This is an optimization exercise on Yosys and OpenROAD, whose aim is small area and a short achievable clock period, not a production implementation.
Only simulation tests tie the RTL to the original design; equivalence was not proved.
Power figures rest on the tool's default switching activity, not on a simulated workload.

## flow/design.v (module list and top-level ports; edited modules follow where they fit)
// module cal_ha: 4 lines
// module cal_booth_enc: 6 lines
// module cal_bsel: 3 lines
// module cal_xor: 3 lines
// module cal_and: 3 lines
// module cal_booth_row: 6 lines
// module cal_fa: 4 lines
// module cal_hai: 4 lines
// module cal_xnor: 3 lines
// module cal_or: 3 lines
// module module_conv_kernel_1x2: 3701 lines
module module_conv_kernel_1x2
(
	input clk,
	input [71:0] ifm_win3x3,
	input [71:0] weight_win3x3_ch1,
	input [71:0] weight_win3x3_ch2,
	output [17:0] ofm_stream_ch1,
	output [17:0] ofm_stream_ch2
);
  // ...
==> flow/flow/run.sh <==
#!/bin/bash
set -e
cp standard.sh standard_sh_copy.log
export BUFFER_PORTS_ARGS="-buffer_cell sky130_fd_sc_hd__buf_1"
bash standard.sh > standard.log 2>&1
==> flow/standard.sh <==
#!/bin/bash
# synth_recipe.tcl (not shown) runs the flow's synth.tcl, then flattens the netlist and writes it again
# the make line also repeats each setting of config.mk as NAME=value (left out here)
make -C /OpenROAD-flow-scripts/flow DESIGN_CONFIG=/design/flow/config.mk WORK_HOME=/design/flow/orfs CLKGATE_MAP_FILE= SYNTH_SCRIPT=/design/flow/synth_recipe.tcl "${@:-finish}"
==> flow/config.mk <==
export PLATFORM = sky130hd
export DESIGN_NAME = module_conv_kernel_1x2
export DESIGN_NICKNAME = module_conv_kernel_1x2
export VERILOG_FILES = /design/flow/design.v
export SDC_FILE = /design/flow/constraint.sdc
export NUM_CORES = 4
export LEC_CHECK = 0
export CAP_MARGIN = 20
export CORE_MARGIN = 2
export CORE_UTILIZATION = 58
export CTS_CLUSTER_DIAMETER = 60
export CTS_CLUSTER_SIZE = 30
export PLACE_DENSITY = 0.7
export SETUP_SLACK_MARGIN = 3.66
export SLEW_MARGIN = 20
export SYNTH_HIERARCHICAL = 1
export SYNTH_MINIMUM_KEEP_SIZE = 0
==> flow/constraint.sdc <==
create_clock -name core_clock -period 6.0 [get_ports {clk}]
set_input_delay 1.2000 -clock core_clock [delete_from_list [all_inputs] [get_ports {clk}]]
set_output_delay 1.2000 -clock core_clock [all_outputs]
set_load 0.01 [all_outputs]
==> results.yml, run 1 <==
synthesis:
  synth_area_leaders: "dfxtp_1, fa_1, xor2_1"
  synth_xor_area_share_pct: 12.3
  synthDominantCellAreaShare_pct: 37.8
  synth_edf_count: 0
  yosys-top-cells-count: "dfxtp_1, fa_1, xor2_1"
global_route:
  grt_pass1_vias: 27991
  grt_remaining_overflow: 0
  busiest_layer: "met2"
sta:
  setup_tns_ns: 0
  period_needed_ns: 2.31
  setup_viol: 0
setup_path:
  path_max_fanout: 17
  cp_num_cells: 4
cells_and_area:
  sh_seq_area_pct: 35.1
  seq_cells: 834
  area_growth_pct: 9.18
  antenna_cells: 1
  nets: 4561
drt:
  dr.pass1.iters: 6
floorplanning:
  die_h_um: 280
run_status:
  status: "finished clean"
placement:
  dpl.hpwl_um: 115000
  dp_slack_ns: 3.17
clock_network:
  numCtsBuffers: 58
power:
  pg_clk_mw: 4.62
==> run 2: changes to the inputs <==
==> flow/flow/run.sh (replaced) <==
#!/bin/bash
set -e
cp standard.sh standard_sh_copy.log
export BUFFER_PORTS_ARGS="-buffer_cell sky130_fd_sc_hd__buf_1"
export CTS_ARGS="-sink_clustering_enable -repair_clock_nets -sink_clustering_size 30 -sink_clustering_max_diameter 60 -dont_use_dummy_load"
bash standard.sh > standard.log 2>&1
--- a/flow/config.mk
+++ b/flow/config.mk
@@ -11,7 +11,7 @@
 export CTS_CLUSTER_DIAMETER = 60
 export CTS_CLUSTER_SIZE = 30
 export PLACE_DENSITY = 0.7
-export SETUP_SLACK_MARGIN = 3.66
+export SETUP_SLACK_MARGIN = 3.75
 export SLEW_MARGIN = 20
 export SYNTH_HIERARCHICAL = 1
 export SYNTH_MINIMUM_KEEP_SIZE = 0
==> results.yml, run 2 <==
synthesis:
  synth_simple_gate_area_share_pct: 4.37
  yosys_warnings: 7
  synthDominantCellAreaShare_pct: 37.8
  synth_top_family_by_area: "adder cells"
  yosys-top-cells-count: "dfxtp_1, fa_1, xor2_1"
  synth_most_common_cell: "dfxtp_1"
  syn_area_per_cell_um2: 12.5
  synth_cells: 3531
  synthArstFlopShare_pct: 0
  synth_area_leader_cell: "dfxtp_1"
  synth_edf_count: 0
  ys_types: 60
  synthesis.area_mm2: 0.0441
  synth_xor_area_share_pct: 12.3
  synth_flop_cell: "dfxtp_1"
  synth_compound_area_share_pct: 10.8
  muxShareOfSynthArea_pct: 0.0255
  synth_fa_ha_area_share_pct: 31.6
  ys_seq_area_share_pct: 37.8
  ys_seq_elements: 834
  synth_area_leaders: "dfxtp_1, fa_1, xor2_1"
  syn-num-nets: 4465
cells_and_area:
  layout_common_cells: "dfxtp_1, fa_1, xor2_1"
  final_common_cell: "dfxtp_1"
  nets: 4636
  layout.cells.non_filler: 4679
  fin_area_mm2: 0.0485
  nFillCells: 5797
  reg_top3: "st1_ch1 x162, st1_ch2 x162, enc_r x108"
  area_growth_pct: 9.96
  drive_above_1_share_pct: 11.8
floorplanning:
  pin_count: 253
  die_h_um: 280
  core-area_mm2: 0.0757
  start_util_pct: 58.3
  die_w_um: 280
  dieArea_mm2: 0.0783
  num_rows: 101
placement:
  placed_cell_area_mm2: 0.0453
  globalplace.congestion: 1.09
  portBuffers: 252
  dpl.hpwl_um: 115000
  dpl.cell_count: 4524
global_route:
  grt_first_pass_wirelength_um: 195000
  antenna_found_initial: 9
  grt_max_degree: 31
  gr-usage-all-layers_pct: 35.6
  grt_remaining_overflow: 0
  grt_pass1_vias: 27828
clock_network:
  clockBufferDepth: 3
  cts_tree: "built"
  cts_sinks: 834
  clkTransAtPathRegs_ns: 0.10
  clk_latency_ns: 0.66
  htree_levels: 2
  root_buffer: "clkbuf_16"
  numCtsBuffers: 58
drt:
  drtIter0Drc: 3327
  met2WireLength_um: 63000
  drtAntennaViolNets: 0
  dr.pass1.iters: 6
  routed.top_layer: "met5"
  drc: 0
  wl_met3_um: 15000
  wl_met1_um: 55400
  drt_wl_total_um: 139000
  wl_per_cell_um: 29.8
  avgViaCountPerCell: 5.97
  dr_total_vias: 27950
setup_path:
  rr_endpoint: "st1_ch1[75]$_DFF_P_"
  slowest_stage: "fa_2"
  cp_slowest_stage_delay_ns: 0.53
  crit_required_ns: 6.50
  endpoint_kind: "register"
  crit_chain: "clkbuf_4, buf_4, xor2_1, a22oi_1, fa_2, fa_1"
  worstSetupStartpointType: "register"
  critPathArrivalTime_ns: 2.84
  reg2reg_from: "enc_r[5]$_DFF_P_"
  r2r_slack_ns: 3.66
  path_max_fanout: 6
  rr_worst_depth: 6
  crit_type: "reg2reg"
sta:
  rsz0062_at_grt: "true"
  period_needed_ns: 2.34
  period_share_pct: 39.0
  final_max_slew_viol_count: 0
  worst_pin_slew_ns: 0.677
  hold_viol_final: 0
  slew_headroom_pct: 54.8
  finClkSkew_ns: 0.0763
  setup_viol: 0
  setup_tns_ns: 0
  fmax_ghz: 0.427
worst_hold_path:
  hold_path_depth: 0
  min_path_type: "reg2reg"
  min_from: "st4_ch1[0]$_DFF_P_"
  hold_end: "st5_ch1[0]$_DFF_P_"
power:
  ir_drop_mv: 0.416
  p_leak_nw: 18.7
  power.density_mw_per_mm2: 564
job:
  max-cap-violations: 0
run_status:
  status: "finished clean"
-- run 2: per-module statistics from Yosys (local to each module, per instance), excerpt --
module,times used,flops+latches,cells
cal_or,22,0,1
cal_ha,2,0,1
cal_fa,662,0,1
module_conv_kernel_1x2,1,834,2823
cal_xnor,22,0,1
-- run 2: layout make-up --
class / instances / area [µm²] / area share (%)
antenna: 1 / 2.50 / 0.00516
clock buffer: 58 / 1450 / 2.99
inverter: 98 / 368 / 0.758
multi-input combinational: 2362 / 26600 / 54.7
sequential: 834 / 17000 / 35.0
tap: 978 / 1220 / 2.52
timing repair buffer: 348 / 1970 / 4.06
-- run 2: layer usage --
layer / vias up / track usage (%)
met5: - / 0
met4: 4 / 12.5
met3: 249 / 8.83
met2: 1516 / 55.3
met1: 14179 / 49.0
li1: 12002 / -
-- run 2: worst max path at each step --
stage	startpoint	to	slack, ns	depth (start not counted)
after CTS	st5_ch1[4]$_DFF_P_	ofm_stream_ch1[4]	3.67	1
after detailed placement	enc_r[2]$_DFF_P_	st1_ch1[21]$_DFF_P_	3.17	4
after global routing	enc_r[5]$_DFF_P_	st1_ch1[75]$_DFF_P_	3.62	6
after global placement	enc_r[5]$_DFF_P_	st1_ch1[21]$_DFF_P_	3.13	4
after floorplan	enc_r[2]$_DFF_P_	st1_ch2[21]$_DFF_P_	3.80	6
final	enc_r[5]$_DFF_P_	st1_ch1[75]$_DFF_P_	3.66	6
-- run 2: where the power goes --
group          switching [mW]  leakage (nW)  total [mW]  internal (mW)
Clock                    1.83         0.715        3.52           1.69
Sequential               2.16          7.05        10.1           7.95
Combinational            7.57          10.9        13.7           6.17
-- run 2: kinds of logic after synthesis --
logic type | count (synthesis)
simple gates | 353
fa+ha+maj | 717
mux | 1
buf+inv | 335
compound gates | 669
flops | 834
xor+xnor | 622
-- run 2: stage by stage --
stage	worst slack, ns	power [mW]	hold slack (ns)	util, %
after detailed placement	3.17	23.3	0.312	59.9
after global placement	3.13	23.0	0.310	59.9
after global routing	3.62	29.0	0.305	64.1
after CTS	3.67	26.9	0.307	62.3
after floorplan	3.80	16.9	0.310	-
final	3.66	27.4	0.297	64.1
-- run 2: what timing repair did --
action                                  in CTS  in global routing
endpoints found under the setup margin     356                160
resized for setup                          164                171
setup buffers                                4                 92
pin swaps                                    0                 14
hold buffers                                 0                  0
-- run 2: worst max-delay path, delay by kind of cell (launching register included) --
family                   cells  cell delay [ns]
XOR/XNOR                     1             0.17
adder cells (fa/ha/maj)      2             1.05
buffers and inverters        2             0.36
AO/OA/AOI/OAI                1             0.26
flip-flops                   1             0.38
==> run 3: changes to the inputs <==
--- a/flow/config.mk
+++ b/flow/config.mk
@@ -11,7 +11,7 @@
 export CTS_CLUSTER_DIAMETER = 60
 export CTS_CLUSTER_SIZE = 30
 export PLACE_DENSITY = 0.7
-export SETUP_SLACK_MARGIN = 3.75
+export SETUP_SLACK_MARGIN = 3.66
 export SLEW_MARGIN = 20
 export SYNTH_HIERARCHICAL = 1
 export SYNTH_MINIMUM_KEEP_SIZE = 0
==> results.yml, run 3 <==
sta:
  slew_headroom_pct: 51.4
  setup_tns_ns: 0
  timing.hold.ws_ns: 0.298
  rsz0062_at_grt: "true"
  period_share_pct: 38.7
  setup_viol: 0
  worst_pin_slew_ns: 0.728
  final_max_slew_viol_count: 0
  hold_viol_final: 0
  fmax_ghz: 0.430
  finClkSkew_ns: 0.0734
  period_needed_ns: 2.32
drt:
  dr_total_vias: 27623
  drc: 0
  drtIter0Drc: 3271
  drt_wl_total_um: 138000
  drtAntennaViolNets: 0
  avgViaCountPerCell: 6.00
  dr.pass1.iters: 6
  wl_per_cell_um: 29.9
floorplanning:
  die_h_um: 280
  start_util_pct: 58.3
  num_rows: 101
  core-area_mm2: 0.0757
  pin_count: 253
  dieArea_mm2: 0.0783
  die_w_um: 280
clock_network:
  clockBufferDepth: 3
  numCtsBuffers: 58
  root_buffer: "clkbuf_16"
  cts_sinks: 834
  clkTransAtPathRegs_ns: 0.10
  cts_tree: "built"
  htree_levels: 2
  clk_latency_ns: 0.66
  hold_buffers: 0
setup_path:
  crit_type: "reg2reg"
  path_max_fanout: 17
  slowest_stage: "dfxtp_1"
  cp_top_family: "adder cells"
  rr_worst_depth: 3
  critPathArrivalTime_ns: 2.85
  cp_slowest_stage_delay_ns: 0.76
  critPathBufInv: 0
  crit_chain: "a22oi_1, fa_1, fa_1"
  endpoint_kind: "register"
  crit_required_ns: 6.52
  cpMostUsedCell: "fa_1"
  worstSetupStartpointType: "register"
  cp_num_cells: 3
placement:
  portBuffers: 252
  globalplace.congestion: 1.09
  dpl.hpwl_um: 115000
synthesis:
  synthArstFlopShare_pct: 0
  synth_cells: 3531
  synth_area_leaders: "dfxtp_1, fa_1, xor2_1"
  synthesis.area_mm2: 0.0441
  syn_area_per_cell_um2: 12.5
  synthDominantCellAreaShare_pct: 37.8
  ys_types: 60
  synth_edf_count: 0
  yosys_warnings: 7
  yosys-top-cells-count: "dfxtp_1, fa_1, xor2_1"
  synth_area_leader_cell: "dfxtp_1"
  ys_seq_elements: 834
  syn-num-nets: 4465
  ys_seq_area_share_pct: 37.8
  synth_flop_cell: "dfxtp_1"
  synth_most_common_cell: "dfxtp_1"
job:
  max-cap-violations: 0
power:
  clkPwrFrac_pct: 12.9
  seq_power_share_pct: 37.2
  power.internal_mw: 15.7
  p_switching_mw: 11.5
  pwr-share-comb_pct: 49.9
  power.density_mw_per_mm2: 574
  p_sw_share_pct: 42.3
  p_leak_nw: 18.2
  fin_total_pwr_mw: 27.2
  ir_drop_mv: 0.412
cells_and_area:
  nets: 4559
  reg_top3: "st1_ch1 x162, st1_ch2 x162, enc_r x108"
  drive_above_1_share_pct: 6.07
  layout_common_cells: "dfxtp_1, fa_1, xor2_1"
  area_growth_pct: 7.22
  final_common_cell: "dfxtp_1"
global_route:
  grt_remaining_overflow: 0
  antenna_found_initial: 10
  grt_max_degree: 31
  gr-usage-all-layers_pct: 35.6
  grt_first_pass_wirelength_um: 194000
  grt_pass1_vias: 27783
worst_hold_path:
  hold_path_depth: 0
  min_path_type: "reg2reg"
run_status:
  status: "finished clean"
-- run 3: cell counts after synthesis --
Identical to the previous run, type by type.
-- run 3: per-module statistics from Yosys (local to each module, per instance), a selection --
module	cells inside	cell area (µm²)	flip-flops and latches
module_conv_kernel_1x2	2823	30500	834
cal_fa	1	20.0	0
cal_ha	1	12.5	0
cal_xnor	1	8.76	0
cal_or	1	6.26	0
-- run 3: cells by family after synthesis --
group / Yosys count / share of synthesized area (%)
XOR/XNOR: 622 / 12.3
flip-flops: 834 / 37.8
AO/OA/AOI/OAI: 669 / 10.8
multiplexers: 1 / 0.0255
adder cells (fa/ha/maj): 717 / 31.6
buffers and inverters: 335 / 3.08
AND/OR/NAND/NOR: 353 / 4.37
-- run 3: timing repair --
item	in CTS	in global routing
buffers inserted	0	19
resized for setup	79	100
setup endpoints to repair	334	109
-- run 3: final cells by class --
| cell class | instances | area [µm²] |
|---|---|---|
| Antenna cell | 1 | 2.50 |
| Clock buffer | 58 | 1450 |
| Fill cell | 5913 | 28400 |
| Inverter | 98 | 368 |
| Multi-Input combinational cell | 2362 | 26200 |
| Sequential cell | 834 | 16900 |
| Tap cell | 978 | 1220 |
| Timing Repair Buffer | 271 | 1200 |
-- run 3: path summary, 6_finish.rpt --
check                                   startpoint                  to  slack, ns
worst max-delay path             enc_r[37]$_DFF_P_  st1_ch1[6]$_DFF_P_       3.68
worst min-delay path            st4_ch1[0]$_DFF_P_  st5_ch1[0]$_DFF_P_       0.30
worst max register to register   enc_r[37]$_DFF_P_  st1_ch1[6]$_DFF_P_       3.68
worst min register to register  st4_ch1[0]$_DFF_P_  st5_ch1[0]$_DFF_P_       0.30
-- run 3: layer usage --
layer	routed length [µm]	track usage, %
met5	26	0
met4	5560	12.0
met3	14500	9.13
met2	62200	55.3
met1	55300	48.8
-- run 3: power by group through the flow --
stage / logic, mW / registers (mW) / clock network [mW]
2_1_floorplan: 8.02 / 8.89 / 0
4_1_cts: 13.3 / 10.0 / 3.58
3_5_place_dp: 13.2 / 10.2 / 0
3_3_place_gp: 12.8 / 10.1 / 0
5_1_grt: 14.9 / 10.2 / 3.78
6_report: 13.6 / 10.1 / 3.52
-- run 3: worst register-to-register path: stages (launching register included) --
cell     delay [ns]
dfxtp_1        0.76
a22oi_1        0.28
fa_1           0.73
fa_1           0.47
-- run 3: stage by stage --
| stage | worst slack (ns) | cells | util (%) | instance area [µm²] |
|---|---|---|---|---|
| 6_report | 3.68 | 4602 | 62.5 | 47300 |
| 4_1_cts | 3.67 | 4582 | 62.0 | 46900 |
| 3_3_place_gp | 3.13 | 4524 | 59.9 | 45300 |
| 5_1_grt | 3.63 | 4602 | 62.5 | 47300 |
| 3_5_place_dp | 3.17 | 4524 | 59.9 | 45300 |
| 2_1_floorplan | 3.80 | 3531 | - | 44100 |
==> run 4: changes to the inputs <==
--- a/flow/config.mk
+++ b/flow/config.mk
@@ -7,10 +7,10 @@
 export LEC_CHECK = 0
 export CAP_MARGIN = 20
 export CORE_MARGIN = 2
-export CORE_UTILIZATION = 58
+export CORE_UTILIZATION = 62
 export CTS_CLUSTER_DIAMETER = 60
 export CTS_CLUSTER_SIZE = 30
-export PLACE_DENSITY = 0.7
+export PLACE_DENSITY = 0.72
 export SETUP_SLACK_MARGIN = 3.66
 export SLEW_MARGIN = 20
 export SYNTH_HIERARCHICAL = 1
==> results.yml, run 4 <==
run_status:
  status: "finished clean"
synthesis:
  synth_flop_cell: "dfxtp_1"
  synth_cells: 3531
  yosys-top-cells-count: "dfxtp_1, fa_1, xor2_1"
  synth_most_common_cell: "dfxtp_1"
  synth_area_leaders: "dfxtp_1, fa_1, xor2_1"
  synthesis.area_mm2: 0.0441
  synth_area_leader_cell: "dfxtp_1"
  ys_seq_area_share_pct: 37.8
  synth_edf_count: 0
  syn-num-nets: 4465
  syn_area_per_cell_um2: 12.5
  ys_seq_elements: 834
  synthDominantCellAreaShare_pct: 37.8
  yosys_warnings: 7
  ys_types: 60
  synthArstFlopShare_pct: 0
power:
  p_leak_nw: 18.5
  ir_drop_mv: 0.528
  power.density_mw_per_mm2: 554
  fin_total_pwr_mw: 26.5
worst_hold_path:
  hold_path_depth: 0
  hold_end: "st5_ch1[14]$_DFF_P_"
  min_path_type: "reg2reg"
  min_from: "st4_ch1[14]$_DFF_P_"
global_route:
  grt_pass1_vias: 30164
  gr-usage-all-layers_pct: 39.9
  grt_first_pass_wirelength_um: 209000
  antenna_found_initial: 7
  grt_remaining_overflow: 0
  grt_max_degree: 31
placement:
  dp_slack_ns: 3.05
  dpl.cell_count: 4492
  portBuffers: 252
  globalplace.congestion: 1.02
  placed_cell_area_mm2: 0.0453
  dpl.hpwl_um: 118000
clock_network:
  clk_latency_ns: 0.68
  htree_levels: 2
  cts_tree: "built"
  cts_sinks: 834
  numCtsBuffers: 56
  root_buffer: "clkbuf_16"
  clockBufferDepth: 3
  clkTransAtPathRegs_ns: 0.11
drt:
  dr.pass1.iters: 6
  drt_wl_total_um: 146000
  drtAntennaViolNets: 0
  drc: 0
  avgViaCountPerCell: 6.30
  dr_total_vias: 29028
  wl_per_cell_um: 31.6
  drtIter0Drc: 3890
setup_path:
  rr_worst_depth: 5
  critPathArrivalTime_ns: 2.92
  endpoint_kind: "register"
  crit_type: "reg2reg"
  crit_required_ns: 6.49
  worstSetupStartpointType: "register"
  cpMostUsedCell: "fa_1"
  slowest_stage: "fa_1"
  path_max_fanout: 9
  rr_endpoint: "st1_ch1[11]$_DFF_P_"
  cp_slowest_stage_delay_ns: 0.57
  r2r_slack_ns: 3.56
  crit_chain: "buf_4, xor2_2, a22oi_1, fa_1, fa_1"
  reg2reg_from: "enc_r[26]$_DFF_P_"
sta:
  hold_viol_final: 0
  fin_ws_ns: 3.56
  worst_pin_slew_ns: 0.782
  fmax_ghz: 0.410
  final_max_slew_viol_count: 0
  period_needed_ns: 2.44
  timing.hold.ws_ns: 0.318
  finClkSkew_ns: 0.0901
  period_share_pct: 40.6
  slew_headroom_pct: 47.4
  rsz0062_at_grt: "true"
  setup_viol: 0
  setup_tns_ns: 0
cells_and_area:
  layout_common_cells: "dfxtp_1, fa_1, xor2_1"
  area_growth_pct: 8.31
  nets: 4604
  antenna_cells: 0
  nFillCells: 5017
  layout.cells.non_filler: 4608
  drive_above_1_share_pct: 8.78
  reg_top3: "st1_ch1 x162, st1_ch2 x162, enc_r x108"
  fin_area_mm2: 0.0478
  final_common_cell: "dfxtp_1"
  utilization_pct: 68.0
floorplanning:
  die_h_um: 271
  start_util_pct: 62.8
  die_w_um: 271
  pin_count: 253
  dieArea_mm2: 0.0733
  core-area_mm2: 0.0703
  num_rows: 97
job:
  max-cap-violations: 0
==> run 4: logic make-up after synthesis <==
family | count (synthesis) | share of synthesized area, %
multiplexers | 1 | 0.0255
XOR/XNOR | 622 | 12.3
flip-flops | 834 | 37.8
buffers and inverters | 335 | 3.08
AND/OR/NAND/NOR | 353 | 4.37
adder cells (fa/ha/maj) | 717 | 31.6
AO/OA/AOI/OAI | 669 | 10.8
==> run 4: how the worst max path moves through the flow <==
stage,startpoint,endpoint,slack [ns],depth (start not counted)
after floorplan,enc_r[2]$_DFF_P_,st1_ch2[21]$_DFF_P_,3.80,6
after global placement,enc_r[23]$_DFF_P_,st1_ch2[135]$_DFF_P_,2.73,4
after detailed placement,enc_r[26]$_DFF_P_,st1_ch1[6]$_DFF_P_,3.05,4
after CTS,st3_ch1[1]$_DFF_P_,st4_ch1[15]$_DFF_P_,3.54,8
after global routing,enc_r[26]$_DFF_P_,st1_ch1[11]$_DFF_P_,3.57,5
final,enc_r[26]$_DFF_P_,st1_ch1[11]$_DFF_P_,3.56,5
==> run 4: routing by layer <==
layer,share of wire (%),track usage [%]
met1,39,55.7
met4,5.6,18.8
met5,0.052,0
met2,45,60.8
met3,10,7.57
==> run 4: what timing repair did <==
item                       in CTS  in global routing
resized for setup             165                 78
pin swaps                       0                  9
hold buffers                    0                  0
cloned                          0                  1
setup endpoints to repair     348                123
buffers inserted                4                 55
==> run 4: critical path: cells and delay by family (launching register included) <==
kind,cells,cell delay (ns)
adder cells (fa/ha/maj),2,1.07
AO/OA/AOI/OAI,1,0.48
flip-flops,1,0.39
XOR/XNOR,1,0.18
buffers and inverters,1,0.15
==> run 4: layout make-up <==
class	instances	area (µm²)	area share, %
Sequential cell	834	16900	35.4
Multi-Input combinational cell	2362	26300	55.0
Clock buffer	56	1400	2.93
Inverter	98	368	0.770
Timing Repair Buffer	318	1640	3.43
Tap cell	940	1180	2.46
==> run 4: Yosys stat by module (local to each module, per instance), a selection <==
module / flip-flops and latches / cells inside
cal_ha: 0 / 1
cal_xnor: 0 / 1
cal_or: 0 / 1
module_conv_kernel_1x2: 834 / 2823
cal_fa: 0 / 1
==> run 4: power breakdown <==
part / switching, mW / internal [mW] / total, mW
combinational: 7.17 / 5.92 / 13.1
clock: 1.84 / 1.64 / 3.48
sequential: 1.99 / 7.95 / 9.93
==> run 5: changes to the inputs <==
--- a/flow/config.mk
+++ b/flow/config.mk
@@ -7,10 +7,10 @@
 export LEC_CHECK = 0
 export CAP_MARGIN = 20
 export CORE_MARGIN = 2
-export CORE_UTILIZATION = 62
+export CORE_UTILIZATION = 55
 export CTS_CLUSTER_DIAMETER = 60
 export CTS_CLUSTER_SIZE = 30
-export PLACE_DENSITY = 0.72
+export PLACE_DENSITY = 0.65
 export SETUP_SLACK_MARGIN = 3.66
 export SLEW_MARGIN = 20
 export SYNTH_HIERARCHICAL = 1
==> results.yml, run 5 <==
run_status:
  status: "finished clean"
clock_network:
  clkTransAtPathRegs_ns: 0.10
  root_buffer: "clkbuf_16"
  clockBufferDepth: 3
  numCtsBuffers: 59
  htree_levels: 2
  cts_tree: "built"
  cts_sinks: 834
  hold_buffers: 0
  clk_latency_ns: 0.69
cells_and_area:
  drive_above_1_share_pct: 8.66
  utilization_pct: 60.5
  reg_top3: "st1_ch1 x162, st1_ch2 x162, enc_r x108"
  layout_common_cells: "dfxtp_1, fa_1, xor2_1"
  final_common_cell: "dfxtp_1"
  nets: 4606
  layout.cells.non_filler: 4721
  area_growth_pct: 8.58
sta:
  rsz0062_at_grt: "true"
  fmax_ghz: 0.414
  period_share_pct: 40.2
  final_max_slew_viol_count: 0
  period_needed_ns: 2.41
  slew_headroom_pct: 56.6
  hold_viol_final: 0
  finClkSkew_ns: 0.107
  setup_tns_ns: 0
  setup_viol: 0
  fin_ws_ns: 3.59
  worst_pin_slew_ns: 0.650
synthesis:
  synthesis.area_mm2: 0.0441
  ys_types: 60
  synth_cells: 3531
  synthDominantCellAreaShare_pct: 37.8
  ys_seq_elements: 834
  synth_edf_count: 0
  ys_seq_area_share_pct: 37.8
  yosys_warnings: 7
  syn-num-nets: 4465
  yosys-top-cells-count: "dfxtp_1, fa_1, xor2_1"
  synth_flop_cell: "dfxtp_1"
  synth_area_leaders: "dfxtp_1, fa_1, xor2_1"
  syn_area_per_cell_um2: 12.5
  synth_most_common_cell: "dfxtp_1"
  synth_area_leader_cell: "dfxtp_1"
  synthArstFlopShare_pct: 0
setup_path:
  crit_path_start: "w2_r[36]$_DFF_P_"
  crit_type: "reg2reg"
  reg2reg_from: "w2_r[36]$_DFF_P_"
  r2r_slack_ns: 3.59
  path_max_fanout: 4
  crit_required_ns: 6.51
  endpoint_kind: "register"
  critPathArrivalTime_ns: 2.92
  worstSetupStartpointType: "register"
drt:
  dr_total_vias: 27929
  drtIter0Drc: 3011
  wl_per_cell_um: 29.8
  avgViaCountPerCell: 5.92
  drt_wl_total_um: 140000
  drtAntennaViolNets: 0
  dr.pass1.iters: 6
  drc: 0
worst_hold_path:
  min_from: "st4_ch1[3]$_DFF_P_"
  min_path_type: "reg2reg"
global_route:
  antenna_found_initial: 8
  grt_pass1_vias: 29193
  grt_first_pass_wirelength_um: 202000
  grt_max_degree: 31
  gr-usage-all-layers_pct: 34.5
  grt_remaining_overflow: 0
power:
  p_leak_nw: 18.5
  power.density_mw_per_mm2: 550
  ir_drop_mv: 0.392
floorplanning:
  num_rows: 103
  die_w_um: 287
  start_util_pct: 55.7
  pin_count: 253
  die_h_um: 287
  dieArea_mm2: 0.0825
  core-area_mm2: 0.0793
job:
  max-cap-violations: 0
placement:
  dp_slack_ns: 3.06
  globalplace.congestion: 1.01
  dpl.cell_count: 4600
  dpl.hpwl_um: 117000
  portBuffers: 252
## run 5: cell counts after synthesis
No cell type changed its count.
## run 5: kinds of logic (layout without fill, tap and decap cells)
kind of cell,count (synthesis),in the layout,share of synthesized area [%]
xor+xnor,622,622,12.3
simple gates,353,353,4.37
flops,834,834,37.8
buf+inv,335,474,3.08
fa+ha+maj,717,717,31.6
compound gates,669,669,10.8
mux,1,1,0.0255
other cells,0,1,0
## run 5: per-module statistics from Yosys, one instance, submodules excluded, excerpt
module	copies in the design	flops+latches	cell area, µm²
cal_fa	662	0	20.0
module_conv_kernel_1x2	1	834	30500
cal_or	22	0	6.26
cal_ha	2	0	12.5
cal_xnor	22	0	8.76
## run 5: worst max-delay path, stage by stage (launching register included)
cell	delay [ns]
dfxtp_1	0.57
xor2_1	0.31
a22oi_1	0.18
fa_1	0.62
fa_1	0.58
## run 5: worst paths after layout
kind                          to  cells past startpoint
max reg2reg  st1_ch2[94]$_DFF_P_                      4
min reg2reg   st5_ch1[3]$_DFF_P_                      0
min           st5_ch1[3]$_DFF_P_                      0
max          st1_ch2[94]$_DFF_P_                      4
## run 5: where the power goes
group / leakage, nW / internal (mW) / switching (mW)
Sequential: 7.05 / 7.95 / 1.90
Clock: 0.727 / 1.72 / 1.84
Combinational: 10.7 / 5.94 / 7.01
Total: 18.5 / 15.6 / 10.8
## run 5: area by class of cell
cell class | count | area, µm²
timing repair buffer | 317 | 1590
fill | 6402 | 31300
sequential | 834 | 16900
multi-input combinational | 2362 | 26200
clock buffer | 59 | 1480
tap | 1050 | 1310
inverter | 98 | 368
antenna | 1 | 2.50
## run 5: through the flow
step / total power [mW] / instance area (µm²) / hold WS, ns
6_report: 26.4 / 47900 / 0.269
5_1_grt: 28.3 / 47900 / 0.273
4_1_cts: 26.5 / 47200 / 0.280
3_5_place_dp: 22.8 / 45400 / 0.312
3_3_place_gp: 22.3 / 45400 / 0.310
2_1_floorplan: 16.9 / 44100 / 0.310
## run 5: metal layers
layer | share of wire (%) | global-route usage, % | wire length (µm) | vias to the layer above
met3 | 9.4 | 7.50 | 13200 | 226
li1 | - | - | - | 11951
met5 | 0.0093 | 0 | 13 | -
met4 | 4.8 | 14.0 | 6740 | 2
met1 | 41 | 48.2 | 58000 | 14323
met2 | 44 | 52.5 | 62500 | 1427
## run 5: what timing repair did
action	CTS	global route
setup endpoints to repair	347	103
buffers inserted	1	60
cloned	0	0
resized for setup	159	84
==> run 6: changes to the inputs <==
==> flow/flow/run.sh (replaced) <==
#!/bin/bash
set -e
cp standard.sh standard_sh_copy.log
export BUFFER_PORTS_ARGS="-buffer_cell sky130_fd_sc_hd__buf_1"
export CTS_ARGS="-sink_clustering_enable -repair_clock_nets -sink_clustering_size 30 -sink_clustering_max_diameter 60 -dont_use_dummy_load"
bash standard.sh floorplan > standard_floorplan.log 2>&1
ODB=orfs/results/sky130hd/module_conv_kernel_1x2/base/2_floorplan.odb
openroad -no_init -exit flow/upsize.tcl -metrics upsize_metrics.json > upsize.log 2>&1 || { cat upsize.log; exit 1; }
bash standard.sh finish > standard.log 2>&1
==> flow/flow/upsize.tcl (new file) <==
# Give the enc_r registers (Booth-encoded pixel digits, high fanout) the
# dfxtp_4 drive strength of their dfxtp cell.
set odb orfs/results/sky130hd/module_conv_kernel_1x2/base/2_floorplan.odb
read_db $odb
set db [ord::get_db]
set m4 [$db findMaster sky130_fd_sc_hd__dfxtp_4]
set n 0
foreach inst [[ord::get_db_block] getInsts] {
  if {[string match "enc_r*" [$inst getName]] && [[$inst getMaster] getName] == "sky130_fd_sc_hd__dfxtp_1"} {
    $inst swapMaster $m4
    incr n
  }
}
puts "upsized $n enc_r registers to dfxtp_4"
write_db $odb
--- a/flow/config.mk
+++ b/flow/config.mk
@@ -7,10 +7,10 @@
 export LEC_CHECK = 0
 export CAP_MARGIN = 20
 export CORE_MARGIN = 2
-export CORE_UTILIZATION = 55
+export CORE_UTILIZATION = 58
 export CTS_CLUSTER_DIAMETER = 60
 export CTS_CLUSTER_SIZE = 30
-export PLACE_DENSITY = 0.65
+export PLACE_DENSITY = 0.7
 export SETUP_SLACK_MARGIN = 3.66
 export SLEW_MARGIN = 20
 export SYNTH_HIERARCHICAL = 1
==> results.yml, run 6 <==
synthesis:
  synthArstFlopShare_pct: 0
  ys_seq_elements: 834
  syn-num-nets: 4465
  synth_cells: 3531
  synthDominantCellAreaShare_pct: 37.8
  synth_flop_cell: "dfxtp_1"
  synthesis.area_mm2: 0.0441
  syn_area_per_cell_um2: 12.5
  yosys_warnings: 7
  ys_seq_area_share_pct: 37.8
  synth_edf_count: 0
  synth_most_common_cell: "dfxtp_1"
  yosys-top-cells-count: "dfxtp_1, fa_1, xor2_1"
  synth_area_leader_cell: "dfxtp_1"
  ys_types: 60
  synth_area_leaders: "dfxtp_1, fa_1, xor2_1"
sta:
  worst_pin_slew_ns: 0.550
  hold_viol_final: 0
  period_needed_ns: 2.32
  finClkSkew_ns: 0.0950
  setup_tns_ns: 0
  period_share_pct: 38.7
  fmax_ghz: 0.431
  slew_headroom_pct: 63.4
  setup_viol: 0
  final_max_slew_viol_count: 0
  rsz0062_at_grt: "true"
clock_network:
  cts_tree: "built"
  clockBufferDepth: 3
  clk_latency_ns: 0.69
  htree_levels: 2
  numCtsBuffers: 59
  root_buffer: "clkbuf_16"
  cts_sinks: 834
  clkTransAtPathRegs_ns: 0.11
  hold_buffers: 0
floorplanning:
  dieArea_mm2: 0.0783
  pin_count: 253
  die_w_um: 280
  die_h_um: 280
  num_rows: 101
  core-area_mm2: 0.0757
  start_util_pct: 58.3
drt:
  wl_per_cell_um: 29.2
  drc: 0
  dr.pass1.iters: 6
  drtAntennaViolNets: 0
  avgViaCountPerCell: 6.03
  dr_total_vias: 27700
  drtIter0Drc: 3386
  drt_wl_total_um: 134000
setup_path:
  endpoint_kind: "register"
  critPathArrivalTime_ns: 2.85
  path_max_fanout: 18
  crit_required_ns: 6.53
  crit_type: "reg2reg"
  worstSetupStartpointType: "register"
cells_and_area:
  layout_common_cells: "dfxtp_1, fa_1, xor2_1"
  nFillCells: 5897
  final_common_cell: "dfxtp_1"
  drive_above_1_share_pct: 6.75
  reg_top3: "st1_ch1 x162, st1_ch2 x162, enc_r x108"
  utilization_pct: 62.7
  layout.cells.non_filler: 4597
  area_growth_pct: 7.54
  nets: 4552
global_route:
  grt_remaining_overflow: 0
  grt_first_pass_wirelength_um: 189000
  grt_max_degree: 31
  grt_pass1_vias: 27586
  antenna_found_initial: 4
  gr-usage-all-layers_pct: 34.4
power:
  p_leak_nw: 18.2
  power.density_mw_per_mm2: 571
  ir_drop_mv: 0.396
run_status:
  status: "finished clean"
placement:
  globalplace.congestion: 1.01
  dpl.cell_count: 4524
  dpl.hpwl_um: 112000
  portBuffers: 252
worst_hold_path:
  min_path_type: "reg2reg"
job:
  max-cap-violations: 0
run 6: cell count changes in the layout (fill, tap and decap cells not counted), sizes merged:
| cell | change |
|---|---|
| diode | +2 |
| clkbuf | +17 |
| buf | -71 |
run 6: what timing repair did:
item | 4_1_cts | 5_1_grt
setup endpoints to repair | 15 | 53
resized for setup | 17 | 48
gates cloned | 0 | 0
setup buffers | 0 | 11
run 6: path summary, 6_finish.rpt:
check | startpoint | to | slack [ns] | cells past startpoint
worst max-delay path | enc_r[77]$_DFF_P_ | st1_ch2[22]$_DFF_P_ | 3.68 | 4
worst min register to register | st1_ch2[161]$_DFF_P_ | st2_ch2[61]$_DFF_P_ | 0.29 | 0
worst max register to register | enc_r[77]$_DFF_P_ | st1_ch2[22]$_DFF_P_ | 3.68 | 4
worst min-delay path | st1_ch2[161]$_DFF_P_ | st2_ch2[61]$_DFF_P_ | 0.29 | 0
run 6: logic make-up (layout without fill, tap and decap cells):
family,after synthesis,count (layout),share of synthesized area [%]
DFF,834,834,37.8
adders and majority gates,717,717,31.6
AOI/OAI and AO/OA,669,669,10.8
xor gates and xnor gates,622,622,12.3
and+or+nand+nor,353,353,4.37
buffers and inverters,335,420,3.08
muxes,1,1,0.0255
other,0,3,0
run 6: Yosys stat by module, one instance, submodules excluded, excerpt:
module / flip-flops and latches / area (µm²) / times used
module_conv_kernel_1x2: 834 / 30500 / 1
cal_fa: 0 / 20.0 / 662
cal_ha: 0 / 12.5 / 2
cal_xnor: 0 / 8.76 / 22
cal_or: 0 / 6.26 / 22
run 6: layout make-up:
class                      instances  area (µm²)  share of cell area [%]
multi-input combinational       2362       26200                    55.2
sequential                       834       17100                    36.0
clock buffer                      59        1480                    3.11
tap                              978        1220                    2.58
timing repair buffer             263        1090                    2.30
inverter                          98         368                   0.775
antenna                            3        7.51                  0.0158
run 6: worst max-delay path, cell delays in order (launching register included):
cell	delay (ns)
dfxtp_4	0.53
xor2_1	0.14
a22oi_1	0.50
fa_1	0.55
fa_1	0.46
run 6: report_power, final:
| part | internal [mW] | switching (mW) | total (mW) |
|---|---|---|---|
| combinational | 6.09 | 7.40 | 13.5 |
| sequential | 7.93 | 2.11 | 10.0 |
| clock | 1.72 | 1.84 | 3.56 |
| total | 15.7 | 11.3 | 27.1 |
run 6: per-layer routing:
metal	track usage, %	vias up	part of all wire (%)
met1	48.3	14020	40
met5	0	-	0.030
met2	53.4	1595	45
li1	-	11838	-
met4	12.0	6	4.2
met3	7.33	241	11
run 6: per-stage QoR:
| step | cell area (µm²) | hold slack [ns] | setup WS (ns) | power (mW) |
|---|---|---|---|---|
| after global placement | 45700 | 0.310 | 3.57 | 22.9 |
| after global routing | 47500 | 0.292 | 3.63 | 28.7 |
| after detailed placement | 45700 | 0.312 | 3.56 | 23.3 |
| final | 47500 | 0.286 | 3.68 | 27.1 |
| after CTS | 47200 | 0.287 | 3.65 | 26.8 |
| after floorplan | 44100 | 0.310 | 3.80 | 16.9 |
==> run 7: changes to the inputs <==
--- a/flow/config.mk
+++ b/flow/config.mk
@@ -10,6 +10,7 @@
 export CORE_UTILIZATION = 58
 export CTS_CLUSTER_DIAMETER = 60
 export CTS_CLUSTER_SIZE = 30
+export GPL_ROUTABILITY_DRIVEN = 0
 export PLACE_DENSITY = 0.7
 export SETUP_SLACK_MARGIN = 3.66
 export SLEW_MARGIN = 20
==> results.yml, run 7 <==
synthesis:
  synth_edf_count: 0
  ys_seq_area_share_pct: 37.8
  synth_simple_gate_area_share_pct: 4.37
  synthesis.area_mm2: 0.0441
  yosys-top-cells-count: "dfxtp_1, fa_1, xor2_1"
  synth_top_family_by_area: "adder cells"
  synth_area_leaders: "dfxtp_1, fa_1, xor2_1"
  synth_area_leader_cell: "dfxtp_1"
  ys_seq_elements: 834
  synthDominantCellAreaShare_pct: 37.8
  synthArstFlopShare_pct: 0
  syn-num-nets: 4465
  synth_xor_area_share_pct: 12.3
  ys_types: 60
  yosys_warnings: 7
  syn_area_per_cell_um2: 12.5
  synth_fa_ha_area_share_pct: 31.6
  synth_most_common_cell: "dfxtp_1"
  muxShareOfSynthArea_pct: 0.0255
  synth_compound_area_share_pct: 10.8
  synth_cells: 3531
  synth_flop_cell: "dfxtp_1"
drt:
  drtIter0Drc: 3909
  drt_wl_total_um: 130000
  dr.pass1.iters: 6
  dr_total_vias: 27595
  drc: 0
  avgViaCountPerCell: 6.02
  wl_per_cell_um: 28.4
  drtAntennaViolNets: 0
floorplanning:
  start_util_pct: 58.3
  die_h_um: 280
  num_rows: 101
  dieArea_mm2: 0.0783
  core-area_mm2: 0.0757
  pin_count: 253
  die_w_um: 280
global_route:
  antenna_found_initial: 1
  grt_pass1_vias: 28020
  grt_first_pass_wirelength_um: 187000
  grt_max_degree: 31
  gr-usage-all-layers_pct: 33.7
  grt_remaining_overflow: 0
worst_hold_path:
  min_from: "st1_ch2[157]$_DFF_P_"
  min_path_type: "reg2reg"
setup_path:
  crit_type: "reg2reg"
  worstSetupStartpointType: "register"
  cp_top_family: "adder cells"
  cp_slowest_stage_delay_ns: 0.56
  slowest_stage: "fa_1"
  cpMostUsedCell: "fa_1"
  crit_required_ns: 6.52
  critPathBufInv: 0
  reg2reg_from: "enc_r[107]$_DFF_P_"
  endpoint_kind: "register"
  crit_chain: "xnor2_1, nor2b_1, a21oi_1, fa_1, fa_1"
  path_max_fanout: 19
  critPathArrivalTime_ns: 2.85
  crit_path_start: "enc_r[107]$_DFF_P_"
sta:
  setup_viol: 0
  fmax_ghz: 0.429
  setup_tns_ns: 0
  timing.hold.ws_ns: 0.301
  hold_viol_final: 0
  final_max_slew_viol_count: 0
  period_needed_ns: 2.33
  period_share_pct: 38.8
  slew_headroom_pct: 63.5
  finClkSkew_ns: 0.0887
  worst_pin_slew_ns: 0.548
  rsz0062_at_grt: "true"
clock_network:
  htree_levels: 2
  clockBufferDepth: 3
  clk_latency_ns: 0.67
  cts_tree: "built"
  cts_sinks: 834
  clkTransAtPathRegs_ns: 0.10
  root_buffer: "clkbuf_16"
  numCtsBuffers: 55
power:
  power.density_mw_per_mm2: 561
  ir_drop_mv: 0.434
  p_leak_nw: 18.1
cells_and_area:
  drive_above_1_share_pct: 6.10
  nets: 4543
  area_growth_pct: 7.10
  reg_top3: "st1_ch1 x162, st1_ch2 x162, enc_r x108"
  nFillCells: 5806
  final_common_cell: "dfxtp_1"
  layout_common_cells: "dfxtp_1, fa_1, xor2_1"
placement:
  portBuffers: 252
  dpl.hpwl_um: 109000
run_status:
  status: "finished clean"
job:
  max-cap-violations: 0
## run 7: layout make-up
| class | count | area, µm² | area share, % |
|---|---|---|---|
| clock buffer | 55 | 1380 | 2.91 |
| timing repair buffer | 258 | 1050 | 2.23 |
| antenna | 2 | 5.00 | 0.0106 |
| inverter | 98 | 368 | 0.778 |
| tap | 978 | 1220 | 2.59 |
| multi-input combinational | 2362 | 26100 | 55.3 |
| sequential | 834 | 17100 | 36.2 |
## run 7: kinds of logic (layout without fill, tap and decap cells)
kind of cell             after synthesis  after routing
adder cells (fa/ha/maj)              717            717
multiplexers                           1              1
buffers and inverters                335            411
XOR/XNOR                             622            622
AND/OR/NAND/NOR                      353            353
AO/OA/AOI/OAI                        669            669
other                                  0              2
flip-flops                           834            834
## run 7: final timing paths
path,depth (start not counted),slack [ns],end
worst max-delay path,5,3.67,st1_ch2[152]$_DFF_P_
worst min-delay path,0,0.30,st2_ch2[56]$_DFF_P_
worst max register to register,5,3.67,st1_ch2[152]$_DFF_P_
worst min register to register,0,0.30,st2_ch2[56]$_DFF_P_
## run 7: power by group
part	internal [mW]	leakage, nW	switching (mW)	total [mW]
registers	7.93	7.07	2.08	10.0
logic	5.97	10.3	7.15	13.1
clock network	1.61	0.678	1.79	3.40
total	15.5	18.1	11.0	26.5
## run 7: layer usage
metal,vias up,GRT usage (%),routed length (µm)
met5,-,0,13
met4,2,15.5,7100
met3,278,8.74,14200
met2,1559,51.9,58300
met1,13920,44.9,50600
li1,11836,-,-
## run 7: per-stage QoR
stage	worst slack (ns)	instance area (µm²)	power [mW]	util, %	instances
global route	3.64	47300	28.2	62.4	4585
finish	3.67	47300	26.5	62.4	4587
CTS	3.63	47100	26.2	62.3	4579
floorplan	3.80	44100	16.9	-	3531
detailed placement	3.65	45700	22.8	60.4	4524
global placement	3.65	45700	22.4	60.4	4524
## run 7: modules after synthesis (local to each module, per instance), excerpt
module / times used / flip-flops and latches
cal_fa: 662 / 0
cal_xnor: 22 / 0
cal_or: 22 / 0
module_conv_kernel_1x2: 1 / 834
cal_ha: 2 / 0
## run 7: repair_timing
action / CTS / global route
pin swaps: 0 / 1
hold buffers: 0 / 0
gates resized for setup: 20 / 29
buffers inserted: 0 / 6
setup endpoints to repair: 20 / 34
==> run 8: changes to the inputs <==
--- a/flow/config.mk
+++ b/flow/config.mk
@@ -10,8 +10,7 @@
 export CORE_UTILIZATION = 58
 export CTS_CLUSTER_DIAMETER = 60
 export CTS_CLUSTER_SIZE = 30
-export GPL_ROUTABILITY_DRIVEN = 0
-export PLACE_DENSITY = 0.7
+export PLACE_DENSITY = 0.88
 export SETUP_SLACK_MARGIN = 3.66
 export SLEW_MARGIN = 20
 export SYNTH_HIERARCHICAL = 1
==> results.yml, run 8 <==
drt:
  drtIter0Drc: 3639
  drt_wl_total_um: 136000
  dr.pass1.iters: 8
  drc: 0
  avgViaCountPerCell: 6.17
  dr_total_vias: 28508
  wl_per_cell_um: 29.4
  drtAntennaViolNets: 0
cells_and_area:
  area_growth_pct: 7.89
  regArea_mm2: 0.0171
  multi_input_area_mm2: 0.0261
  layout.cells.non_filler: 4617
  reg_top3: "st1_ch1 x162, st1_ch2 x162, enc_r x108"
  final_common_cell: "dfxtp_1"
  nets: 4574
  fin_area_mm2: 0.0476
  utilization_pct: 62.9
  nFillCells: 5580
  layout_common_cells: "dfxtp_1, fa_1, xor2_1"
  drive_above_1_share_pct: 6.98
setup_path:
  crit_type: "reg2reg"
  cp_slowest_stage_delay_ns: 0.51
  rr_worst_depth: 5
  crit_path_start: "enc_r[11]$_DFF_P_"
  crit_chain: "buf_12, xor2_1, a22oi_1, fa_1, fa_1"
  crit_required_ns: 6.48
  r2r_slack_ns: 3.61
  cpMostUsedCell: "fa_1"
  critPathArrivalTime_ns: 2.87
  endpoint_kind: "register"
  reg2reg_from: "enc_r[11]$_DFF_P_"
  slowest_stage: "fa_1"
  worstSetupStartpointType: "register"
  cp-endpoint: "st1_ch1[122]$_DFF_P_"
  rr_endpoint: "st1_ch1[122]$_DFF_P_"
  path_max_fanout: 12
worst_hold_path:
  min_path_type: "reg2reg"
floorplanning:
  die_w_um: 280
  die_h_um: 280
  pin_count: 253
  start_util_pct: 58.3
  core-area_mm2: 0.0757
  num_rows: 101
  dieArea_mm2: 0.0783
clock_network:
  clkTransAtPathRegs_ns: 0.10
  htree_levels: 2
  cts_tree: "built"
  root_buffer: "clkbuf_16"
  clockBufferDepth: 3
  clk_latency_ns: 0.69
  numCtsBuffers: 59
  cts_sinks: 834
sta:
  rsz0062_at_grt: "true"
  timing.hold.ws_ns: 0.309
  fin_ws_ns: 3.61
  setup_viol: 0
  finClkSkew_ns: 0.0894
  setup_tns_ns: 0
  period_share_pct: 39.9
  fmax_ghz: 0.418
  slew_headroom_pct: 63.9
  worst_pin_slew_ns: 0.542
  period_needed_ns: 2.39
  final_max_slew_viol_count: 0
  hold_viol_final: 0
placement:
  globalplace.congestion: 1.07
  dpl.cell_count: 4524
  dpl.hpwl_um: 111000
  dp_slack_ns: 3.53
  placed_cell_area_mm2: 0.0457
  portBuffers: 252
synthesis:
  synthDominantCellAreaShare_pct: 37.8
  synth_flop_cell: "dfxtp_1"
  syn_area_per_cell_um2: 12.5
  synth_edf_count: 0
  synth_cells: 3531
  synth_area_leader_cell: "dfxtp_1"
  synthesis.area_mm2: 0.0441
  ys_types: 60
  yosys_warnings: 7
  synth_most_common_cell: "dfxtp_1"
  synth_area_leaders: "dfxtp_1, fa_1, xor2_1"
  ys_seq_area_share_pct: 37.8
  synthArstFlopShare_pct: 0
  ys_seq_elements: 834
  syn-num-nets: 4465
  yosys-top-cells-count: "dfxtp_1, fa_1, xor2_1"
power:
  p_leak_nw: 18.3
  power.density_mw_per_mm2: 576
  ir_drop_mv: 0.437
  fin_total_pwr_mw: 27.4
global_route:
  antenna_found_initial: 7
  grt_max_degree: 31
  grt_remaining_overflow: 0
  grt_pass1_vias: 29214
  grt_first_pass_wirelength_um: 194000
  gr-usage-all-layers_pct: 34.9
run_status:
  status: "finished clean"
job:
  max-cap-violations: 0
==> run 8: worst max-delay path, delay by kind of cell (launching register included) <==
| family | cells | cell delay, ns |
|---|---|---|
| AOI/OAI and AO/OA | 1 | 0.26 |
| adders and majority gates | 2 | 0.99 |
| DFF | 1 | 0.40 |
| buffers and inverters | 1 | 0.15 |
| xor gates and xnor gates | 1 | 0.42 |
==> run 8: per-module statistics from Yosys (local to each module, per instance), excerpt <==
module,times used,cells,flops+latches,area [µm²]
cal_xnor,22,1,0,8.76
cal_ha,2,1,0,12.5
cal_fa,662,1,0,20.0
module_conv_kernel_1x2,1,2823,834,30500
cal_or,22,1,0,6.26
==> run 8: cell type report <==
class                           instances  share of cell area (%)
Sequential cell                       834                    35.9
Tap cell                              978                    2.57
Inverter                               98                   0.773
Clock buffer                           59                    3.10
Antenna cell                            1                 0.00526
Timing Repair Buffer                  285                    2.73
Multi-Input combinational cell       2362                    54.9
==> run 8: layer usage <==
layer | global-route usage (%) | vias to the layer above | wire length (µm)
li1 | - | 11874 | -
met1 | 44.4 | 14202 | 49100
met2 | 52.8 | 1991 | 60000
met3 | 10.3 | 433 | 16600
met4 | 21.4 | 8 | 10300
met5 | 0 | - | 50
==> run 8: repair_timing <==
item / 4_1_cts / 5_1_grt
buffers inserted: 3 / 30
hold buffers: 0 / 0
gates resized for setup: 23 / 27
pin swaps: 0 / 0
setup endpoints to repair: 29 / 45
==> run 8: cell families (layout without fill, tap and decap cells) <==
family,count (synthesis),after routing,synth area share [%]
DFF,834,834,37.8
adders and majority gates,717,717,31.6
AOI/OAI and AO/OA,669,669,10.8
xor gates and xnor gates,622,622,12.3
and+or+nand+nor,353,353,4.37
buffers and inverters,335,442,3.08
muxes,1,1,0.0255
other,0,1,0
==> run 8: worst min-delay path by stage <==
stage | startpoint | end | slack, ns | cells after the start
after floorplan | st1_ch1[0]$_DFF_P_ | st2_ch1[0]$_DFF_P_ | 0.31 | 0
after global placement | st4_ch1[11]$_DFF_P_ | st5_ch1[11]$_DFF_P_ | 0.31 | 0
after detailed placement | st4_ch1[0]$_DFF_P_ | st5_ch1[0]$_DFF_P_ | 0.31 | 0
after CTS | st4_ch2[12]$_DFF_P_ | st5_ch2[12]$_DFF_P_ | 0.31 | 0
after global routing | st4_ch1[1]$_DFF_P_ | st5_ch1[1]$_DFF_P_ | 0.32 | 0
final | st4_ch1[1]$_DFF_P_ | st5_ch1[1]$_DFF_P_ | 0.31 | 0
==> run 8: report_power, final <==
| group | switching (mW) | internal [mW] | leakage (nW) |
|---|---|---|---|
| Clock | 1.84 | 1.72 | 0.727 |
| Combinational | 7.61 | 6.19 | 10.5 |
| Sequential | 2.15 | 7.93 | 7.07 |
| Total | 11.6 | 15.8 | 18.3 |
==> run 9: changes to the inputs <==
--- a/flow/config.mk
+++ b/flow/config.mk
@@ -10,8 +10,8 @@
 export CORE_UTILIZATION = 58
 export CTS_CLUSTER_DIAMETER = 60
 export CTS_CLUSTER_SIZE = 30
-export PLACE_DENSITY = 0.88
-export SETUP_SLACK_MARGIN = 3.66
+export PLACE_DENSITY = 0.8
+export SETUP_SLACK_MARGIN = 3.6
 export SLEW_MARGIN = 20
 export SYNTH_HIERARCHICAL = 1
 export SYNTH_MINIMUM_KEEP_SIZE = 0
==> results.yml, run 9 <==
run_status:
  status: "finished clean"
synthesis:
  yosys-top-cells-count: "dfxtp_1, fa_1, xor2_1"
  synthArstFlopShare_pct: 0
  synth_area_leader_cell: "dfxtp_1"
  syn-num-nets: 4465
  synth_compound_area_share_pct: 10.8
  synth_top_family_by_area: "adder cells"
  synth_simple_gate_area_share_pct: 4.37
  ys_seq_area_share_pct: 37.8
  synth_area_leaders: "dfxtp_1, fa_1, xor2_1"
  synth_cells: 3531
  synthDominantCellAreaShare_pct: 37.8
  muxShareOfSynthArea_pct: 0.0255
  synthesis.area_mm2: 0.0441
  ys_seq_elements: 834
  synth_edf_count: 0
  ys_types: 60
  syn_area_per_cell_um2: 12.5
  synth_flop_cell: "dfxtp_1"
  synth_xor_area_share_pct: 12.3
  synth_fa_ha_area_share_pct: 31.6
  synth_most_common_cell: "dfxtp_1"
  yosys_warnings: 7
global_route:
  grt_remaining_overflow: 0
  antenna_found_initial: 7
  grt_max_degree: 31
  grt_first_pass_wirelength_um: 189000
  grt_pass1_vias: 28016
  gr-usage-all-layers_pct: 34.1
cells_and_area:
  drive_above_1_share_pct: 5.18
  layout.cells.non_filler: 4590
  nets: 4544
  layout_common_cells: "dfxtp_1, fa_1, xor2_1"
  reg_top3: "st1_ch1 x162, st1_ch2 x162, enc_r x108"
  final_common_cell: "dfxtp_1"
  utilization_pct: 62.3
  area_growth_pct: 6.87
  fin_area_mm2: 0.0472
sta:
  fmax_ghz: 0.423
  finClkSkew_ns: 0.0859
  setup_tns_ns: 0
  final_max_slew_viol_count: 0
  slew_headroom_pct: 66.3
  rsz0062_at_grt: "false"
  period_needed_ns: 2.37
  worst_pin_slew_ns: 0.506
  timing.hold.ws_ns: 0.302
  setup_viol: 0
  hold_viol_final: 0
  period_share_pct: 39.4
placement:
  placed_cell_area_mm2: 0.0457
  dpl.cell_count: 4524
  portBuffers: 252
  globalplace.congestion: 1.04
  dpl.hpwl_um: 110000
floorplanning:
  start_util_pct: 58.3
  dieArea_mm2: 0.0783
  die_h_um: 280
  die_w_um: 280
  core-area_mm2: 0.0757
  pin_count: 253
  num_rows: 101
power:
  p_sw_share_pct: 42.2
  power.density_mw_per_mm2: 572
  pwr-share-comb_pct: 50.3
  p_switching_mw: 11.4
  clkPwrFrac_pct: 12.5
  seq_power_share_pct: 37.2
  ir_drop_mv: 0.478
  power.internal_mw: 15.6
  p_leak_nw: 18.0
drt:
  avgViaCountPerCell: 6.10
  drt_wl_total_um: 133000
  dr_total_vias: 28019
  wl_per_cell_um: 29.0
  drc: 0
  dr.pass1.iters: 6
  drtAntennaViolNets: 0
  drtIter0Drc: 4015
clock_network:
  cts_sinks: 834
  root_buffer: "clkbuf_16"
  numCtsBuffers: 54
  cts_tree: "built"
  clk_latency_ns: 0.67
  clkTransAtPathRegs_ns: 0.09
  hold_buffers: 0
  clockBufferDepth: 3
  htree_levels: 2
job:
  max-cap-violations: 0
setup_path:
  worstSetupStartpointType: "register"
  crit_required_ns: 6.49
  crit_type: "reg2reg"
  path_max_fanout: 19
  critPathArrivalTime_ns: 2.86
  endpoint_kind: "register"
worst_hold_path:
  min_path_type: "reg2reg"
## run 9: cell count changes in the layout (fill, tap and decap cells not counted), sizes merged
cell | previous run | this run
buf | 276 | 255
clkbuf | 68 | 59
diode | 1 | 4
## run 9: what timing repair did
item,CTS,global route
setup buffers,0,8
setup endpoints to repair,0,10
resized for setup,0,10
## run 9: cells by family (layout without fill, tap and decap cells)
kind of cell,Yosys count,in the layout
adders and majority gates,717,717
xor gates and xnor gates,622,622
and+or+nand+nor,353,353
AOI/OAI and AO/OA,669,669
other,0,4
muxes,1,1
buffers and inverters,335,412
DFF,834,834
## run 9: path summary, 6_finish.rpt
| kind | endpoint | slack [ns] | depth (start not counted) | startpoint |
|---|---|---|---|---|
| worst max register to register | st1_ch2[152]$_DFF_P_ | 3.63 | 5 | enc_r[47]$_DFF_P_ |
| worst min-delay path | st5_ch1[1]$_DFF_P_ | 0.30 | 0 | st4_ch1[1]$_DFF_P_ |
| worst max-delay path | st1_ch2[152]$_DFF_P_ | 3.63 | 5 | enc_r[47]$_DFF_P_ |
| worst min register to register | st5_ch1[1]$_DFF_P_ | 0.30 | 0 | st4_ch1[1]$_DFF_P_ |
## run 9: layer usage
| metal | vias to the layer above | routed length [µm] | track usage, % |
|---|---|---|---|
| met1 | 14104 | 50500 | 45.4 |
| met5 | - | 0 | 0 |
| met2 | 1792 | 59000 | 52.1 |
| li1 | 11815 | - | - |
| met3 | 308 | 15800 | 9.18 |
| met4 | 0 | 7830 | 16.1 |
## run 9: final cells by class
cell class                      instances  area (µm²)
Inverter                               98         368
Tap cell                              978        1220
Fill cell                            5718       28500
Clock buffer                           54        1350
Timing Repair Buffer                  260        1010
Sequential cell                       834       17100
Multi-Input combinational cell       2362       26100
Antenna cell                            4        10.0
## run 9: through the flow
stage / worst slack [ns] / total power, mW
floorplan: 3.80 / 16.9
global placement: 3.66 / 22.6
detailed placement: 3.64 / 23.2
CTS: 3.62 / 26.5
global route: 3.60 / 28.4
finish: 3.63 / 27.0
## run 9: critical path: stages, from the launching register on
cell	delay, ns
dfxtp_4	0.53
xnor2_1	0.18
nor2b_1	0.07
a21oi_1	0.41
fa_1	0.55
fa_1	0.48
## run 9: Yosys stat by module (local to each module, per instance), excerpt
module	flops+latches	cell area (µm²)
cal_fa	0	20.0
cal_ha	0	12.5
cal_or	0	6.26
cal_xnor	0	8.76
module_conv_kernel_1x2	834	30500
## run 9: power groups by stage
stage | sequential, mW | combinational [mW] | clock, mW
final | 10.0 | 13.6 | 3.38
after global routing | 10.1 | 14.7 | 3.60
after CTS | 9.94 | 13.2 | 3.41
after detailed placement | 10.1 | 13.1 | 0
after global placement | 10.0 | 12.6 | 0
after floorplan | 8.89 | 8.02 | 0
==> run 10: changes to the inputs <==
--- a/flow/config.mk
+++ b/flow/config.mk
@@ -11,7 +11,7 @@
 export CTS_CLUSTER_DIAMETER = 60
 export CTS_CLUSTER_SIZE = 30
 export PLACE_DENSITY = 0.8
-export SETUP_SLACK_MARGIN = 3.6
+export SETUP_SLACK_MARGIN = 3.7
 export SLEW_MARGIN = 20
 export SYNTH_HIERARCHICAL = 1
 export SYNTH_MINIMUM_KEEP_SIZE = 0
==> results.yml, run 10 <==
sta:
  finClkSkew_ns: 0.0822
  worst_pin_slew_ns: 0.508
  period_share_pct: 38.5
  period_needed_ns: 2.31
  setup_tns_ns: 0
  rsz0062_at_grt: "true"
  slew_headroom_pct: 66.2
  fmax_ghz: 0.433
  hold_viol_final: 0
  setup_viol: 0
  final_max_slew_viol_count: 0
floorplanning:
  pin_count: 253
  start_util_pct: 58.3
  die_w_um: 280
  dieArea_mm2: 0.0783
  core-area_mm2: 0.0757
  num_rows: 101
  die_h_um: 280
setup_path:
  reg2reg_from: "st1_ch2[134]$_DFF_P_"
  rr_endpoint: "st2_ch2[44]$_DFF_P_"
  critPathBufInv: 1
  crit_type: "reg2out"
  crit_required_ns: 4.80
  cp_slowest_stage_delay_ns: 0.34
  critPathArrivalTime_ns: 1.11
  slowest_stage: "dfxtp_2"
  path_max_fanout: 1
  worstSetupStartpointType: "register"
  r2r_slack_ns: 3.71
  endpoint_kind: "output port"
  rr_worst_depth: 3
  cp_top_family: "flip-flops"
  crit_chain: "buf_6"
power:
  fin_total_pwr_mw: 27.1
  power.density_mw_per_mm2: 566
  p_leak_nw: 18.5
  ir_drop_mv: 0.481
cells_and_area:
  layout.cells.non_filler: 4657
  nFillCells: 5615
  reg_top3: "st1_ch1 x162, st1_ch2 x162, enc_r x108"
  drive_above_1_share_pct: 8.79
  regArea_mm2: 0.0171
  nets: 4612
  multi_input_area_mm2: 0.0262
  layout_common_cells: "dfxtp_1, fa_1, xor2_1"
  final_common_cell: "dfxtp_1"
  area_growth_pct: 8.60
clock_network:
  numCtsBuffers: 54
  htree_levels: 2
  clk_latency_ns: 0.66
  clockBufferDepth: 3
  hold_buffers: 0
  cts_tree: "built"
  root_buffer: "clkbuf_16"
  clkTransAtPathRegs_ns: 0.09
  cts_sinks: 834
synthesis:
  syn-num-nets: 4465
  ys_seq_area_share_pct: 37.8
  ys_types: 60
  synth_area_leaders: "dfxtp_1, fa_1, xor2_1"
  ys_seq_elements: 834
  yosys_warnings: 7
  syn_area_per_cell_um2: 12.5
  synthesis.area_mm2: 0.0441
  synthArstFlopShare_pct: 0
  synth_cells: 3531
  synth_most_common_cell: "dfxtp_1"
  synthDominantCellAreaShare_pct: 37.8
  synth_flop_cell: "dfxtp_1"
  yosys-top-cells-count: "dfxtp_1, fa_1, xor2_1"
  synth_area_leader_cell: "dfxtp_1"
  synth_edf_count: 0
drt:
  wl_per_cell_um: 28.8
  drtAntennaViolNets: 0
  drc: 0
  drtIter0Drc: 3645
  drt_wl_total_um: 134000
  dr.pass1.iters: 9
  avgViaCountPerCell: 6.09
  dr_total_vias: 28352
worst_hold_path:
  hold_end: "st5_ch1[1]$_DFF_P_"
  min_path_type: "reg2reg"
  min_from: "st4_ch1[1]$_DFF_P_"
  hold_path_depth: 0
global_route:
  grt_remaining_overflow: 0
  gr-usage-all-layers_pct: 34.1
  grt_max_degree: 31
  antenna_found_initial: 7
  grt_pass1_vias: 28041
  grt_first_pass_wirelength_um: 189000
placement:
  dpl.cell_count: 4524
  globalplace.congestion: 1.04
  dpl.hpwl_um: 110000
  portBuffers: 252
job:
  max-cap-violations: 0
run_status:
  status: "finished clean"
run 10: cell counts after synthesis:
Identical to the previous run, type by type.
run 10: report_power, final:
part           internal (mW)  total, mW  switching, mW
sequential              7.94       10.0           2.10
clock                   1.58       3.38           1.80
combinational           6.20       13.7           7.53
total                   15.7       27.1           11.4
run 10: stage by stage:
stage / hold WS (ns) / util, % / cell area, µm² / setup slack, ns
floorplan: 0.310 / - / 44100 / 3.80
global placement: 0.310 / 60.4 / 45700 / 3.66
detailed placement: 0.312 / 60.4 / 45700 / 3.64
CTS: 0.300 / 62.3 / 47200 / 3.66
global route: 0.305 / 63.3 / 47900 / 3.64
finish: 0.299 / 63.3 / 47900 / 3.69
run 10: timing repair:
item,CTS,global route
endpoints found under the hold margin,0,0
setup buffers,4,72
resized for setup,40,50
endpoints found under the setup margin,39,57
run 10: layout make-up:
cell class                 instances  area share [%]
timing repair buffer             328            3.49
tap                              978            2.55
multi-input combinational       2362            54.6
antenna                            3          0.0157
clock buffer                      54            2.82
sequential                       834            35.7
inverter                          98           0.767
run 10: worst max path at each step:
stage / start / to / slack [ns] / cells past startpoint
2_1_floorplan: enc_r[2]$_DFF_P_ / st1_ch2[21]$_DFF_P_ / 3.80 / 6
3_3_place_gp: enc_r[11]$_DFF_P_ / st1_ch2[152]$_DFF_P_ / 3.66 / 5
3_5_place_dp: enc_r[11]$_DFF_P_ / st1_ch1[152]$_DFF_P_ / 3.64 / 5
5_1_grt: st5_ch1[7]$_DFF_P_ / ofm_stream_ch1[7] / 3.64 / 1
4_1_cts: st5_ch1[5]$_DFF_P_ / ofm_stream_ch1[5] / 3.66 / 1
6_report: st5_ch1[5]$_DFF_P_ / ofm_stream_ch1[5] / 3.69 / 1
run 10: cell families after synthesis:
logic type               synth area share (%)
AO/OA/AOI/OAI                            10.8
adder cells (fa/ha/maj)                  31.6
buffers and inverters                    3.08
AND/OR/NAND/NOR                          4.37
flip-flops                               37.8
XOR/XNOR                                 12.3
multiplexers                           0.0255
run 10: Yosys stat by module (local to each module, per instance), a selection:
module	cells	area, µm²	times used
cal_fa	1	20.0	662
cal_ha	1	12.5	2
cal_or	1	6.26	22
cal_xnor	1	8.76	22
module_conv_kernel_1x2	2823	30500	1
run 10: layer usage:
metal | global-route usage, % | wire [µm] | vias to the layer above
li1 | - | - | 11961
met4 | 16.2 | 7760 | 2
met1 | 45.5 | 50900 | 14271
met3 | 9.19 | 15700 | 306
met5 | 0 | 11 | -
met2 | 52.1 | 59800 | 1812

==> separate check: timing with driven ports <==
The results above use ideal ports. As a check the final layouts listed here were re-extracted and re-timed, cells and wires unchanged.
Step 1 (the two cells are an assumption about what drives the block):
set clk [get_ports {clk}]
set_driving_cell -lib_cell sky130_fd_sc_hd__clkbuf_16 $clk
set_driving_cell -lib_cell sky130_fd_sc_hd__buf_2 [delete_from_list [all_inputs] $clk]
Step 2 times the ports against the registers' clock, not the clock port: input delays grow and output delays shrink by t, the midpoint of the rising clock arrivals with the driver on.
Three values: ideal ports, drivers, drivers and shift; two values: the first two.
run	t (ns)	setup WS [ns]	latest minus earliest clock arrival (ns)	worst data-port slew with drivers (ns)	cell pins on the clock port's net
run 1	0.726	3.688 / 3.623 / 3.688	0.034 / 0.033	0.07	1
run 2	0.687	3.660 / 3.641 / 3.660	0.079 / 0.080	0.06	1
run 3	0.687	3.676 / 3.642 / 3.676	0.076 / 0.076	0.07	1
run 4	0.706	3.563 / 3.563 / 3.563	0.093 / 0.093	0.08	1
run 5	0.709	3.585 / 3.584 / 3.585	0.108 / 0.108	0.06	1
run 6	0.709	3.677 / 3.637 / 3.677	0.095 / 0.095	0.06	1
run 7	0.685	3.671 / 3.636 / 3.671	0.105 / 0.106	0.06	1
run 8	0.707	3.607 / 3.607 / 3.607	0.101 / 0.102	0.05	1
run 9	0.698	3.634 / 3.601 / 3.634	0.093 / 0.094	0.05	1
run 10	0.701	3.692 / 3.622 / 3.705	0.102 / 0.102	0.05	1
After both steps setup and hold are still met in every run listed.
